Source: an optimization exercise on an open RTL-to-GDS flow (aim: small area, a short achievable clock period and few clock cycles per item). Production flows keep margins and buffers that such runs may drop.
The RTL was checked by simulation tests, not by an equivalence proof against the original design.

north:
Design dct_4x4_core, start of the top module:
module dct_4x4_core (
    input          clk,
    input          reset,
    input          i_valid,
    output         i_ready,
    input  [255:0] i_data,
    output         o_valid,
    input          o_ready,
    output [255:0] o_data
);
Size in the first run: about 530 flip-flops, about 520 I/O pins, ~43000 µm² of cells after synthesis.
Settings: LEC_CHECK=0, CAP_MARGIN=20, CORE_MARGIN=2, CORE_UTILIZATION=55, PLACE_DENSITY=0.7, SETUP_SLACK_MARGIN=1.8, SLEW_MARGIN=20; clock period 5.0 ns.
standard.sh (not shown) runs the stock make flow with config.mk's settings and CLKGATE_MAP_FILE= SYNTH_SCRIPT=/design/flow/synth_recipe.tcl, a recipe that flattens the netlist after the stock synthesis.
==> flow/flow/run.sh <==
#!/bin/bash
# Layout flow: the standard ORFS flow (standard.sh), with two synthesis
# changes so that ABC maps the whole datapath for a delay target:
#  - Yosys's full/half-adder extraction is skipped (ADDER_MAP_FILE empty);
#  - ABC runs flow/abc_speed.script (delay-targeted map) in place of ORFS's
#    abc_speed.script, through a copy of ORFS's scripts folder that differs
#    only in that file.
# Synthesis is otherwise synth_recipe.tcl unchanged (same registers and names);
# floorplan to final layout is standard.sh unchanged.
set -euo pipefail
S="$PWD/scripts_abc"
rm -rf "$S"
cp -r "$FLOW_HOME/scripts" "$S"
cp flow/abc_speed.script "$S/abc_speed.script"
bash standard.sh SCRIPTS_DIR="$S" ADDER_MAP_FILE= synth > synth.log 2>&1
bash standard.sh > layout.log 2>&1
==> flow/flow/abc_speed.script <==
strash
dch
map -D 1900
topo
buffer -c
upsize -c -D 1900
dnsize -c -D 1900
Looking at the reports, north completed the entire flow and the layout it produced met the timing, DRC and antenna checks.
Testbench counts of north, summed over its fixed seeds: cycles 2,072, items 2,048.
> inputs changed (north -> south)
# north
export LEC_CHECK = 0
export CAP_MARGIN = 20
export CORE_MARGIN = 2
export CORE_UTILIZATION = 55
export PLACE_DENSITY = 0.7
export SETUP_SLACK_MARGIN = 1.8
export SLEW_MARGIN = 20
create_clock -name core_clock -period 5.0 [get_ports {clk}]
# south
export LEC_CHECK = 0
export CAP_MARGIN = 20
export CORE_MARGIN = 2
export CORE_UTILIZATION = 40
export PLACE_DENSITY = 0.6
export SETUP_SLACK_MARGIN = 0.8
export SLEW_MARGIN = 20
create_clock -name core_clock -period 5.0 [get_ports {clk}]
==> flow/flow/abc_speed.script <==
strash
dch
map -D 2500
topo
buffer -c
upsize -c -D 2500
dnsize -c -D 2500
### Flow results
Both conditions hold for south: the flow ran to the end and the final layout passed the timing, DRC and antenna checks.
Going from north to south, setup slack went down by 0.55 ns, aggregate routed wire length went down by about 1.5%, iteration count of the initial detailed-routing pass went down by 1, delay of the slowest critical-path stage went up by 0.30 ns, met1 layer usage reported by global route went down by 7.3 points.
Compared with north, south ends up with a smaller final cell area.
north reports its commonest non-fill, non-tap cell in the layout as sky130_fd_sc_hd__nand2_1 while south reports sky130_fd_sc_hd__nor2_1.
Compared with north, south shows total of fill cells in the finished design higher by 51%.
In south, fraction of layout cells with a size suffix above 1 is lower than in north.
The following lists how east was set up differently from south:
# south
export LEC_CHECK = 0
export CAP_MARGIN = 20
export CORE_MARGIN = 2
export CORE_UTILIZATION = 40
export PLACE_DENSITY = 0.6
export SETUP_SLACK_MARGIN = 0.8
export SLEW_MARGIN = 20
create_clock -name core_clock -period 5.0 [get_ports {clk}]
# east
export LEC_CHECK = 0
export CAP_MARGIN = 20
export CORE_MARGIN = 2
export CORE_UTILIZATION = 55
export PLACE_DENSITY = 0.7
export SETUP_SLACK_MARGIN = 2.0
export SLEW_MARGIN = 20
create_clock -name core_clock -period 5.0 [get_ports {clk}]
==> flow/flow/abc_speed.script <==
strash
dch
map -D 1650
topo
buffer -c
upsize -c -D 1650
dnsize -c -D 1650
[summary]
- In the flow results for south and east, the final non-filler cell total is larger on east.
- Finished layout cell area: east > south
- Diff south -> east: die outline area lower; setup slack now sits higher.

========
## run A
Another version of the RTL of dct_4x4_core (not shown whole).
Size in the first run: roughly 4,600 cells after synthesis, about 370 flip-flops, about 520 I/O pins, roughly 42,000 um^2 of cells after synthesis.
Settings: LEC_CHECK=0, CAP_MARGIN=20, CORE_MARGIN=2, CORE_UTILIZATION=60, PLACE_DENSITY=0.75, SETUP_SLACK_MARGIN=2.5, SLEW_MARGIN=20; clock period 5.0 ns.
run.sh (not shown) runs the stock make flow with config.mk's settings and CLKGATE_MAP_FILE= SYNTH_SCRIPT=/design/flow/synth_recipe.tcl, a recipe that flattens the netlist after the stock synthesis.
Stock flow here: none of the scripts above is used.
Run A: it failed during global routing, and the tool reported GRT-0232.
Testbench counts of run A, summed over its fixed seeds: cycles 2,064, items 2,048.
[inputs] run B vs run A
- SETUP_SLACK_MARGIN: 2.5 -> 0.8
Notes after the runs:
- The sole clean run among run B and run A is run B.
- Count of clock tree sinks: run B vs run A — no meaningful difference
- | total placed cells including tap cells | run B vs run A | ≈ equal |
- Comparing run B against run A, there is no change at all in fraction of the mapped netlist area in compound gates.
--- input diff run B..run C ---
- swapping 60 for 40 in CORE_UTILIZATION
- swapping 0.75 for 0.6 in PLACE_DENSITY
Results
- Vias: run C below run B
- The sequential share of cell area in run C was lower than what run B gave.
- Fmax delta (run C -> run B): insignificant
- Between run B and run C, the register bit count reported by yosys does not differ in any meaningful way.
- Run C completed every stage of the flow, and the final layout passed the timing, DRC and antenna checks.
- Run C vs. run B: initial antenna violation count lost 9, number of buffers inserted during clock tree synthesis increased by about 7% relative to the old numbers, floorplan core area moved up, fraction of area in multi-input gates lower, async set or reset register ratio after synthesis has remained practically unchanged.
- Of run C and run B, the higher core utilization belongs to run B.
Here is what was changed in the inputs of run D compared with run C.
==> flow/flow/run.sh (new file) <==
#!/bin/bash
# Layout flow: the standard ORFS flow, with one synthesis change: Yosys's
# full-adder extraction (extract_fa + ADDER_MAP_FILE techmap) is skipped, so
# that ABC maps the adders' logic itself.  Everything else (synth_recipe.tcl,
# flow settings, floorplan, CTS, routing) is standard.sh unchanged.
set -euo pipefail
bash standard.sh ADDER_MAP_FILE= synth > synth.log 2>&1
bash standard.sh > layout.log 2>&1
==> flow/standard.sh (new file) <==
#!/bin/bash
# synth_recipe.tcl (not shown) runs the flow's synth.tcl, then flattens the netlist and writes it again
# the make line also repeats each setting of config.mk as NAME=value (left out here)
make -C /OpenROAD-flow-scripts/flow DESIGN_CONFIG=/design/flow/config.mk WORK_HOME=/design/flow/orfs CLKGATE_MAP_FILE= SYNTH_SCRIPT=/design/flow/synth_recipe.tcl "${@:-finish}"
removed: flow/run.sh
Notes after the runs:
- In the tables for run D and run C, worst hold-check slack reads higher with run D.
- Run D | stages: all done | timing, DRC, antenna: all pass
- Summary of run D over run C: synthesized area has decreased, post-route minimum period now larger.
- Looking at global-route usage across run D and run C, the one that comes out higher is run D.
- Diff run D and run C: stage delay of the slowest cell on the critical path higher in run D
- Run D has less setup slack than run C.
- Going from run C to run D, instance count on the critical path shrinks by 5.
Input-level comparison between run E and run D:
- SETUP_SLACK_MARGIN changed from 0.8 to 1.1
- TNS_END_PERCENT newly set to 10
==> flow/run.sh (new file) <==
#!/bin/bash
# synth_recipe.tcl (not shown) runs the flow's synth.tcl, then flattens the netlist and writes it again
# the make line also repeats each setting of config.mk as NAME=value (left out here)
make -C /OpenROAD-flow-scripts/flow DESIGN_CONFIG=/design/flow/config.mk WORK_HOME=/design/flow/orfs CLKGATE_MAP_FILE= SYNTH_SCRIPT=/design/flow/synth_recipe.tcl finish
removed: flow/flow/run.sh
removed: flow/standard.sh
--- outcome ---
- Diff run D -> run E | post-CTS setup repair buffer count | decrease of 154
- Across both runs, non-clock buffer count was lower for run E than for run D.
- Delta (run E minus run D): peak fanout along the critical path shows a reduction of 3; detail-routed via count per cell -1.4%; routed wire length increased 1.4%.

========
## build 23
dct_4x4_core with an RTL version that a note above also has.
Size in the first run: about 6,100 cells after synthesis, about 530 flip-flops, about 520 I/O pins, about 0.044 mm² of cells after synthesis.
Settings: LEC_CHECK=0, CAP_MARGIN=20, CORE_MARGIN=2, CORE_UTILIZATION=55, PLACE_DENSITY=0.7, SETUP_SLACK_MARGIN=0.9, SLEW_MARGIN=20; clock period 5.0 ns.
standard.sh (not shown) runs the stock make flow with config.mk's settings and CLKGATE_MAP_FILE= SYNTH_SCRIPT=/design/flow/synth_recipe.tcl, a recipe that flattens the netlist after the stock synthesis.
==> flow/flow/run.sh <==
#!/bin/bash
# Layout flow: the standard ORFS flow (standard.sh), with two synthesis
# changes so that ABC maps the whole datapath for a delay target:
#  - Yosys's full/half-adder extraction is skipped (ADDER_MAP_FILE empty);
#  - ABC runs flow/abc_speed.script (delay-targeted map) in place of ORFS's
#    abc_speed.script, through a copy of ORFS's scripts folder that differs
#    only in that file.
# Synthesis is otherwise synth_recipe.tcl unchanged (same registers and names);
# floorplan to final layout is standard.sh unchanged.
set -euo pipefail
S="$PWD/scripts_abc"
rm -rf "$S"
cp -r "$FLOW_HOME/scripts" "$S"
cp flow/abc_speed.script "$S/abc_speed.script"
bash standard.sh SCRIPTS_DIR="$S" ADDER_MAP_FILE= synth > synth.log 2>&1
bash standard.sh > layout.log 2>&1
==> flow/flow/abc_speed.script <==
strash
dch
map -D 1750
topo
buffer -c
upsize -c -D 1750
dnsize -c -D 1750
Testbench counts of build 23, summed over its fixed seeds: cycles 2,072, items 2,048.
> inputs changed (build 23 -> build 62)
Settings: SETUP_SLACK_MARGIN now 0.6, was 0.9.
==> flow/flow/abc_speed.script <==
strash
dch
map -D 2000
topo
buffer -c
upsize -c -D 2000
dnsize -c -D 2000
Findings:
Per the final summary, build 62 finished and its layout is clean on timing, DRC and antenna.
First-pass GRT wire length in build 62 vs build 23: down 13,000 µm
Cell count of the worst hold path: build 23 vs build 62 identical
Summary: with build 23 as the reference, count of clock-net buffers in the final layout in build 62 moved up slightly.
Compared with build 23, build 62 shows worst path required time lower by 0.13 ns.
Comparing build 23 and build 62, worst setup slack is lower on build 62.
The inputs of build 40 differ from those of build 62 as listed below.
Settings: swapping 55 for 40 in CORE_UTILIZATION; swapping 0.6 for 0.8 in SETUP_SLACK_MARGIN; swapping 0.7 for 0.6 in PLACE_DENSITY.
==> flow/run.sh (new file) <==
#!/bin/bash
# synth_recipe.tcl (not shown) runs the flow's synth.tcl, then flattens the netlist and writes it again
# the make line also repeats each setting of config.mk as NAME=value (left out here)
make -C /OpenROAD-flow-scripts/flow DESIGN_CONFIG=/design/flow/config.mk WORK_HOME=/design/flow/orfs CLKGATE_MAP_FILE= SYNTH_SCRIPT=/design/flow/synth_recipe.tcl finish
removed: flow/flow/run.sh
removed: flow/flow/abc_speed.script
removed: flow/standard.sh
Results
In build 40, the number of cell rows came out 22 above the value in build 62. Relative to build 62, the number of buffers inserted to repair setup after CTS of build 40 is higher by 2. Ratio of final minimum period to clock period delta for build 40 relative to build 62: 11 points higher. Compare build 62 and build 40 | combined global-route utilization of all metal layers higher: build 62. Max freq build 62 -> build 40: degraded.
## Diff of input files: build 51 against build 40
Settings: CORE_UTILIZATION now 55, was 40; PLACE_DENSITY now 0.7, was 0.6; SETUP_SLACK_MARGIN now 2.0, was 0.8.
==> flow/flow/run.sh (new file) <==
#!/bin/bash
# Layout flow: the standard ORFS flow (standard.sh), with two synthesis
# changes so that ABC maps the whole datapath for a delay target:
#  - Yosys's full/half-adder extraction is skipped (ADDER_MAP_FILE empty);
#  - ABC runs flow/abc_speed.script (delay-targeted map) in place of ORFS's
#    abc_speed.script, through a copy of ORFS's scripts folder that differs
#    only in that file.
# Synthesis is otherwise synth_recipe.tcl unchanged (same registers and names);
# floorplan to final layout is standard.sh unchanged.
set -euo pipefail
S="$PWD/scripts_abc"
rm -rf "$S"
cp -r "$FLOW_HOME/scripts" "$S"
cp flow/abc_speed.script "$S/abc_speed.script"
bash standard.sh SCRIPTS_DIR="$S" ADDER_MAP_FILE= synth > synth.log 2>&1
bash standard.sh > layout.log 2>&1
==> flow/flow/abc_speed.script (new file) <==
strash
dch
map -D 1750
topo
buffer -c
upsize -c -D 1750
dnsize -c -D 1750
==> flow/standard.sh (new file) <==
#!/bin/bash
# synth_recipe.tcl (not shown) runs the flow's synth.tcl, then flattens the netlist and writes it again
# the make line also repeats each setting of config.mk as NAME=value (left out here)
make -C /OpenROAD-flow-scripts/flow DESIGN_CONFIG=/design/flow/config.mk WORK_HOME=/design/flow/orfs CLKGATE_MAP_FILE= SYNTH_SCRIPT=/design/flow/synth_recipe.tcl "${@:-finish}"
removed: flow/run.sh
[summary]
Going from build 40 to build 51, first-pass GRT wire length grows by 12,000 µm.
Summary of build 51 over build 40: inverter count saw an increase; clock skew rose by 0.017 ns; number of distinct standard cells referenced by the synthesized netlist rose by about 11%.
Destination of the critical timing path: D03_3_q[7]$_DFFE_PP_ -> build 51, y32_q[12]$_DFFE_PP_ -> build 40
Looking at mux share of post-synthesis cell area, build 51 sits below build 40.
Between build 40 and build 51, the cell count went up.
Modified inputs, build 30 compared to build 51
Settings: swapping 2.0 for 1.1 in SETUP_SLACK_MARGIN.
==> flow/flow/abc_speed.script <==
strash
dch
map -D 2000
topo
buffer -c
upsize -c -D 2000
dnsize -c -D 2000
## What came out
Diff build 51 -> build 30: wire length lost 9.9%, clock buffer and inverter area fraction after layout increased 0.39 points, via density per instance now sits lower.
Lower detailed-route wire length on metal 1 goes to build 30 over build 51.
Input-level comparison between build 55 and build 30:
Settings: changing SETUP_SLACK_MARGIN from 1.1 to 2.0.
==> flow/flow/abc_speed.script <==
strash
dch
map -D 1750
topo
buffer -c
upsize -c -D 1750
dnsize -c -D 1750
strash
dch
map -D 1750
topo
buffer -c
upsize -c -D 1750
dnsize -c -D 1750
### Flow results
In the tables for build 55 and build 30, area growth from synthesis to layout reads higher with build 55.
From build 30 to build 55 the numbers moved as follows: fraction of area in registers lower, final cell count climbed 249, number of sequential storage elements held.
Routed wire length delta (build 55 − build 30): unfavourable

separate check: timing with driven ports:
How much do the figures lean on ideal ports? The routed layouts below were timed once more, with nothing changed but the port constraints. Step 1, drivers: a clkbuf_16 drives clk and a buf_2 each remaining input, both assumed. Step 2 moves the port delays by t, midway between the first and last clock arrival at a register: inputs arrive t later, outputs are due t later. That takes back most of the time a late clock gives input paths. Slacks: ideal / step 1 / step 2; pairs: ideal / step 1.
run	shift t [ns]	setup slack, ns	hold WS [ns]	pins driven straight from the clock port
north	0.699	1.758 / 1.758 / 1.287	0.464 / 0.464 / 0.464	1
south	0.700	1.204 / 1.204 / 1.116	0.463 / 0.463 / 0.463	1
east	0.707	1.987 / 1.987 / 1.431	0.461 / 0.461 / 0.461	1
run B	0.630	0.769 / 0.705 / 0.389	0.441 / 0.441 / 0.441	1
run C	0.647	0.767 / 0.704 / 0.387	0.448 / 0.448 / 0.448	1
run D	0.646	0.289 / 0.220 / 0.227	0.457 / 0.457 / 0.457	1
run E	0.655	0.826 / 0.761 / 0.322	0.449 / 0.449 / 0.449	1
build 23	0.721	1.617 / 1.593 / 1.288	0.468 / 0.468 / 0.468	1
build 62	0.701	1.489 / 1.489 / 1.147	0.459 / 0.459 / 0.459	1
build 40	0.681	0.961 / 0.961 / 0.961	0.446 / 0.446 / 0.446	1
build 51	0.726	1.970 / 1.970 / 1.434	0.468 / 0.468 / 0.468	1
build 30	0.701	1.489 / 1.489 / 1.147	0.459 / 0.459 / 0.459	1
build 55	0.701	1.873 / 1.873 / 1.404	0.470 / 0.470 / 0.470	1
After both steps setup and hold are still met in every run listed. For east, which loses most, drivers alone change the setup slack by 0.000 ns; drivers and shift together by -0.556 ns.
